Source: an optimization exercise on an open RTL-to-GDS flow (aim: small area). Production flows keep margins and buffers that such runs may drop.
Function was checked by simulation only, so behaviour that the tests miss may differ from the original.
The flow treats the clock pin as an ideal source. Dropping or thinning the clock tree relies on that and would not hold on a real chip.
Power is estimated from default activity; no workload was simulated.

==> module PadServo, before the edit <==
module PadServo (
    input  clk_i,
    input  rst_i,
    output dclock_o,
    output dlatch_o,
    input  sdata_i,
    output srv_o
);
reg [13:0] h;
wire [13:0] hx = h ^ 14'b10101010101010;
wire hp = (hx == 14'b01011011011101);
always @(posedge clk_i)
    if (rst_i)
        h <= 14'b11111111000111;
    else
        h <= {hx[12:0], hx[13] ^ hx[12] ^ hx[11] ^ hx[1] ^ hp} ^ 14'b10101010101010;
reg a;
reg [4:0] b;
always @(posedge clk_i)
    if (rst_i) begin
        a <= 1'b0;
        b <= 5'd0;
    end else if (hp) begin
        a <= ~a;
        if (a)
            b <= b[4] ? 5'd0 : b ^ {&b[3:0], &b[2:0], &b[1:0], b[0], 1'b1};
    end
assign dlatch_o = (b == 5'd0);
assign dclock_o = a & ~b[4] & (b != 5'd0);
reg s1, s2, t_dec, t_inc, v_inc, v_dec;
always @(posedge clk_i) begin
    s1 <= sdata_i;
    s2 <= s1;
    if (hp && a && b == 5'd6)
        t_dec <= s2;
    if (hp && a && b == 5'd7)
        t_inc <= s2;
end
always @(posedge clk_i)
    if (rst_i) begin
        v_inc <= 1'b0;
        v_dec <= 1'b0;
    end else if (hp && a && b[4]) begin
        v_inc <= t_inc;
        v_dec <= t_dec;
    end
wire en = v_inc ^ v_dec;
reg [23:0] c;
wire [23:0] e = c ^ {24{v_dec}};         
wire sat = &e;                           
wire [24:0] g;
assign g[0] = en & ~sat;
genvar i;
generate for (i = 0; i < 24; i = i + 1) begin : chain
    assign g[i+1] = g[i] & e[i];
end endgenerate
always @(posedge clk_i)
    if (rst_i)
        c <= 24'd0;
    else
        c <= c ^ g[23:0];
reg [6:0] lo;                            
wire [6:0] lx = lo ^ 7'b1010101;
reg [7:0] hi;
wire lo_end = (lx == 7'b1001100);
wire tick = (&hi) & lx[1] & lx[2];
wire [7:0] hi_t;                         
assign hi_t[0] = lo_end | tick;
generate for (i = 1; i < 8; i = i + 1) begin : hinc
    assign hi_t[i] = hi_t[i-1] & hi[i-1];
end endgenerate
always @(posedge clk_i)
    if (rst_i) begin
        hi <= 8'd255;
        lo <= 7'b1000001;
    end else begin
        hi <= hi ^ hi_t;
        if (tick)
            lo <= 7'b1001101;
        else
            lo <= {lx[5:0], lx[6] ^ lx[5] ^ lo_end} ^ 7'b1010101;
    end
reg [4:0] ph;
reg on;
wire ph_top = ph[4] & ph[1] & ph[0];     
always @(posedge clk_i)
    if (rst_i) begin
        ph <= 5'd17;
        on <= 1'b0;
    end else begin
        if (tick)
            ph <= ph_top ? 5'd0 : ph ^ {&ph[3:0], &ph[2:0], &ph[1:0], ph[0], 1'b1};
        on <= tick ? ph_top : (on & (hi < c[23:16]));
    end
assign srv_o = ph_top | on;
endmodule
Settings: LEC_CHECK=0, CAP_MARGIN=20, CORE_MARGIN=2, CORE_UTILIZATION=40, SLEW_MARGIN=20; clock period 10.0 ns.
standard.sh (not shown) runs the stock make flow with config.mk's settings and CLKGATE_MAP_FILE= SYNTH_SCRIPT=/design/flow/synth_recipe.tcl, a recipe that flattens the netlist after the stock synthesis.
==> flow/flow/run.sh <==
#!/bin/bash
# Own layout flow: the standard flow (standard.sh) with these changes:
#  - synthesis maps the logic with area-oriented ABC scripts and keeps the
#    smallest mapping, and skips the half/full-adder cell extraction so that
#    ABC sees all of the logic (flow/synth_abc.tcl, flow/abc_scripts.txt);
#    everything that creates or maps registers is the standard synthesis
#    unchanged, so every register keeps its name and cell;
#  - the clock tree is one level of four clock buffers, one per quarter of
#    the registers (flow/pre_cts.tcl); a clock buffer whose registers would
#    see a slow clock edge is then upsized (flow/post_cts.tcl);
#  - the port buffers are the smallest buffer cell.
# The make output is kept in flow_make.log in the work folder; ORFS keeps each
# tool's log under orfs/logs/.
set -euo pipefail
W="$(cd "$(dirname "$0")/.." && pwd)"
F="$W/flow"
{
  echo "set ::area_abc_dir {$F}"
  echo "source {$F/synth_abc.tcl}"
  cat "$W/synth_recipe.tcl"
} > "$W/area_synth.tcl"
sed -e "s#SYNTH_SCRIPT=[^ ]*#SYNTH_SCRIPT=$W/area_synth.tcl 'PRE_CTS_TCL=$F/pre_cts.tcl' 'POST_CTS_TCL=$F/post_cts.tcl' 'BUFFER_PORTS_ARGS=-buffer_cell sky130_fd_sc_hd__buf_1'#" "$W/standard.sh" > "$W/area_standard.sh"
cd "$W"
bash "$W/area_standard.sh" > "$W/flow_make.log" 2>&1
Other scripts of this flow, unchanged in this note and not shown: flow/flow/abc_scripts.txt, flow/flow/post_cts.tcl, flow/flow/pre_cts.tcl, flow/flow/synth_abc.tcl
Change:
--- a/flow/design.v
+++ b/flow/design.v
@@ -5,19 +5,18 @@
     output dclock_o,
     output dlatch_o,
     input  sdata_i,
     output srv_o
 );
 reg [13:0] h;
-wire [13:0] hx = h ^ 14'b10101010101010;
-wire hp = (hx == 14'b01011011011101);
+wire hp = (h == 14'b01011011011101);
 always @(posedge clk_i)
     if (rst_i)
-        h <= 14'b11111111000111;
+        h <= 14'b01010101101101;
     else
-        h <= {hx[12:0], hx[13] ^ hx[12] ^ hx[11] ^ hx[1] ^ hp} ^ 14'b10101010101010;
+        h <= {h[12:0], h[13] ^ h[12] ^ h[11] ^ h[1] ^ hp};
 reg a;
 reg [4:0] b;
 always @(posedge clk_i)
     if (rst_i) begin
         a <= 1'b0;
         b <= 5'd0;
@@ -57,32 +56,31 @@
 end endgenerate
 always @(posedge clk_i)
     if (rst_i)
         c <= 24'd0;
     else
         c <= c ^ g[23:0];
-reg [6:0] lo;                            
-wire [6:0] lx = lo ^ 7'b1010101;
+reg [6:0] lo;
 reg [7:0] hi;
-wire lo_end = (lx == 7'b1001100);
-wire tick = (&hi) & lx[1] & lx[2];
+wire lo_end = (lo == 7'b1001100);
+wire tick = (&hi) & lo[1] & lo[2];
 wire [7:0] hi_t;                         
 assign hi_t[0] = lo_end | tick;
 generate for (i = 1; i < 8; i = i + 1) begin : hinc
     assign hi_t[i] = hi_t[i-1] & hi[i-1];
 end endgenerate
 always @(posedge clk_i)
     if (rst_i) begin
         hi <= 8'd255;
-        lo <= 7'b1000001;
+        lo <= 7'b0010100;
     end else begin
         hi <= hi ^ hi_t;
         if (tick)
-            lo <= 7'b1001101;
+            lo <= 7'b0011000;
         else
-            lo <= {lx[5:0], lx[6] ^ lx[5] ^ lo_end} ^ 7'b1010101;
+            lo <= {lo[5:0], lo[6] ^ lo[5] ^ lo_end};
     end
 reg [4:0] ph;
 reg on;
 wire ph_top = ph[4] & ph[1] & ph[0];     
 always @(posedge clk_i)
     if (rst_i) begin
After rerunning: Synthesized area goes up by 1.5%. Clock power barely changes. Final area went up by 2.1%. Core utilization grows by 0.44 points. Hold slack stays flat. Sequential power is about the same. Flip-flop and latch count stays the same. Wire length stays flat. Worst setup slack gains 0.51 ns.
No run of this note takes its clock network from TritonCTS; it comes from the design's own scripts or RTL.

PadServo, a different RTL version from the one above (not shown whole).
For scale: roughly 360 cells after synthesis, roughly 71 flip-flops, about 6 I/O pins, roughly 2800 sq um of cells after synthesis.
==> module PadServo, before the edit <==
module PadServo (
    input  clk_i,
    input  rst_i,
    output dclock_o,
    output dlatch_o,
    input  sdata_i,
    output srv_o
);
reg [13:0] h;
reg hp;
wire h_end = (h == 14'b01011011011101);
always @(posedge clk_i) begin
    if (rst_i)
        h <= 14'b10101011011011;
    else
        h <= {h[12:0], h[13] ^ h[12] ^ h[11] ^ h[1] ^ h_end};
    hp <= ~rst_i & h_end;
end
reg a;
reg [4:0] b;
always @(posedge clk_i)
    if (rst_i) begin
        a <= 1'b0;
        b <= 5'd0;
    end else if (hp) begin
        a <= ~a;
        if (a)
            b <= b[4] ? 5'd0 : b ^ {&b[3:0], &b[2:0], &b[1:0], b[0], 1'b1};
    end
assign dlatch_o = (b == 5'd0);
assign dclock_o = a & ~b[4] & (b != 5'd0);
reg s1, t_dec, t_inc, v_inc, v_dec;
always @(posedge clk_i) begin
    s1 <= sdata_i;
    if (h_end && a && b == 5'd6)
        t_dec <= s1;
    if (h_end && a && b == 5'd7)
        t_inc <= s1;
end
always @(posedge clk_i)
    if (rst_i) begin
        v_inc <= 1'b0;
        v_dec <= 1'b0;
    end else if (hp && a && b[4]) begin
        v_inc <= t_inc;
        v_dec <= t_dec;
    end
wire en = v_inc ^ v_dec;
reg [23:0] c;
wire [23:0] e = c ^ {24{v_dec}};         
wire sat = &e;                           
wire [24:0] g;
assign g[0] = en & ~sat;
genvar i;
generate for (i = 0; i < 24; i = i + 1) begin : chain
    assign g[i+1] = g[i] & e[i];
end endgenerate
always @(posedge clk_i)
    if (rst_i)
        c <= 24'd0;
    else
        c <= c ^ g[23:0];
reg [6:0] lo;
reg [7:0] hi;
wire lo_end = (lo == 7'b1001100);
wire tick = (&hi) & lo[1] & lo[2];
wire [7:0] hi_t;                         
assign hi_t[0] = lo_end | tick;
generate for (i = 1; i < 8; i = i + 1) begin : hinc
    assign hi_t[i] = hi_t[i-1] & hi[i-1];
end endgenerate
always @(posedge clk_i)
    if (rst_i) begin
        hi <= 8'd255;
        lo <= 7'b0010100;
    end else begin
        hi <= hi ^ hi_t;
        if (tick)
            lo <= 7'b0011000;
        else
            lo <= {lo[5:0], lo[6] ^ lo[5] ^ lo_end};
    end
reg [4:0] ph;
reg on;
wire ph_top = ph[4] & ph[1] & ph[0];     
always @(posedge clk_i)
    if (rst_i) begin
        ph <= 5'd17;
        on <= 1'b0;
    end else begin
        if (tick)
            ph <= ph_top ? 5'd0 : ph ^ {&ph[3:0], &ph[2:0], &ph[1:0], ph[0], 1'b1};
        on <= tick ? ph_top : (on & (hi < c[23:16]));
    end
assign srv_o = ph_top | on;
endmodule
==> flow/config.mk <==
export PLATFORM = sky130hd
export DESIGN_NAME = PadServo
export DESIGN_NICKNAME = PadServo
export VERILOG_FILES = /design/flow/design.v
export SDC_FILE = /design/flow/constraint.sdc
export NUM_CORES = 4
export LEC_CHECK = 0
export CAP_MARGIN = 20
export CORE_MARGIN = 2
export CORE_UTILIZATION = 40
export SLEW_MARGIN = 20
==> flow/constraint.sdc <==
create_clock -name core_clock -period 10.0 [get_ports {clk_i}]
set_input_delay 2.0000 -clock core_clock [delete_from_list [all_inputs] [get_ports {clk_i}]]
set_output_delay 2.0000 -clock core_clock [all_outputs]
set_load 0.01 [all_outputs]
Scripts as last shown in full above: flow/flow/run.sh
Other scripts of this flow, unchanged in this note and not shown: flow/flow/abc_scripts.txt, flow/flow/post_cts.tcl, flow/flow/pre_cts.tcl, flow/flow/synth_abc.tcl
Rerun with:
--- a/flow/design.v
+++ b/flow/design.v
@@ -6,19 +6,16 @@
     output dlatch_o,
     input  sdata_i,
     output srv_o
 );
 reg [13:0] h;
-reg hp;
-wire h_end = (h == 14'b01011011011101);
-always @(posedge clk_i) begin
+wire hp = (h == 14'b01011011011101);
+always @(posedge clk_i)
     if (rst_i)
-        h <= 14'b10101011011011;
+        h <= 14'b01010101101101;
     else
-        h <= {h[12:0], h[13] ^ h[12] ^ h[11] ^ h[1] ^ h_end};
-    hp <= ~rst_i & h_end;
-end
+        h <= {h[12:0], h[13] ^ h[12] ^ h[11] ^ h[1] ^ hp};
 reg a;
 reg [4:0] b;
 always @(posedge clk_i)
     if (rst_i) begin
         a <= 1'b0;
@@ -28,17 +25,18 @@
         if (a)
             b <= b[4] ? 5'd0 : b ^ {&b[3:0], &b[2:0], &b[1:0], b[0], 1'b1};
     end
 assign dlatch_o = (b == 5'd0);
 assign dclock_o = a & ~b[4] & (b != 5'd0);
-reg s1, t_dec, t_inc, v_inc, v_dec;
+reg s1, s2, t_dec, t_inc, v_inc, v_dec;
 always @(posedge clk_i) begin
     s1 <= sdata_i;
-    if (h_end && a && b == 5'd6)
-        t_dec <= s1;
-    if (h_end && a && b == 5'd7)
-        t_inc <= s1;
+    s2 <= s1;
+    if (hp && a && b == 5'd6)
+        t_dec <= s2;
+    if (hp && a && b == 5'd7)
+        t_inc <= s2;
 end
 always @(posedge clk_i)
     if (rst_i) begin
         v_inc <= 1'b0;
         v_dec <= 1'b0;
Result:
- The changed run finished clean
- synthesized area does not change
- wire length shrinks by 0.61%
- sequential share of layout area shrinks by 0.19 points
- die area is unchanged
- worst setup slack got worse by 0.17 ns
- hold slack got worse by 0.086 ns
- clock skew grows by 0.0081 ns
- synthesized cell count shrinks by 1.1%
- global-route usage hardly moves
- via count shrinks by 1.4%
- power grows by 2.2%
- first-iteration DRC count shrinks by 33%
- design area grows by 0.41%
- combinational power hardly moves
In every run of this note, the design's own scripts or RTL, not TritonCTS, make the clock network.

what the ideal ports hide:
Ports are ideal in the flow. The routed layouts listed here were re-timed in OpenROAD. Step 1: set_driving_cell puts a clkbuf_16 on clk_i and a buf_2 on each other input, an assumption about the parent block. Step 2 times the ports against the registers' clock, not the clock port: input delays grow and output delays shrink by t, the midpoint of the rising clock arrivals with the driver on. a / b / c = no drivers / after step 1 / after step 2; a / b = the first two.
| run | t, ns | slack for setup (ns) | worst setup path after step 2 | clock arrival spread, ns |
|---|---|---|---|---|
| the first run of note 1 | 0.221 | 4.234 / 4.234 / 4.234 | register to register | 0.017 / 0.017 |
| the second run of note 1 | 0.221 | 4.740 / 4.740 / 4.740 | register to register | 0.014 / 0.015 |
| the first run of note 2 | 0.215 | 4.431 / 4.431 / 4.431 | register to register | 0.012 / 0.012 |
| the second run of note 2 | 0.216 | 4.262 / 4.262 / 4.262 | register to register | 0.020 / 0.021 |
After both steps every run listed still meets setup and hold.
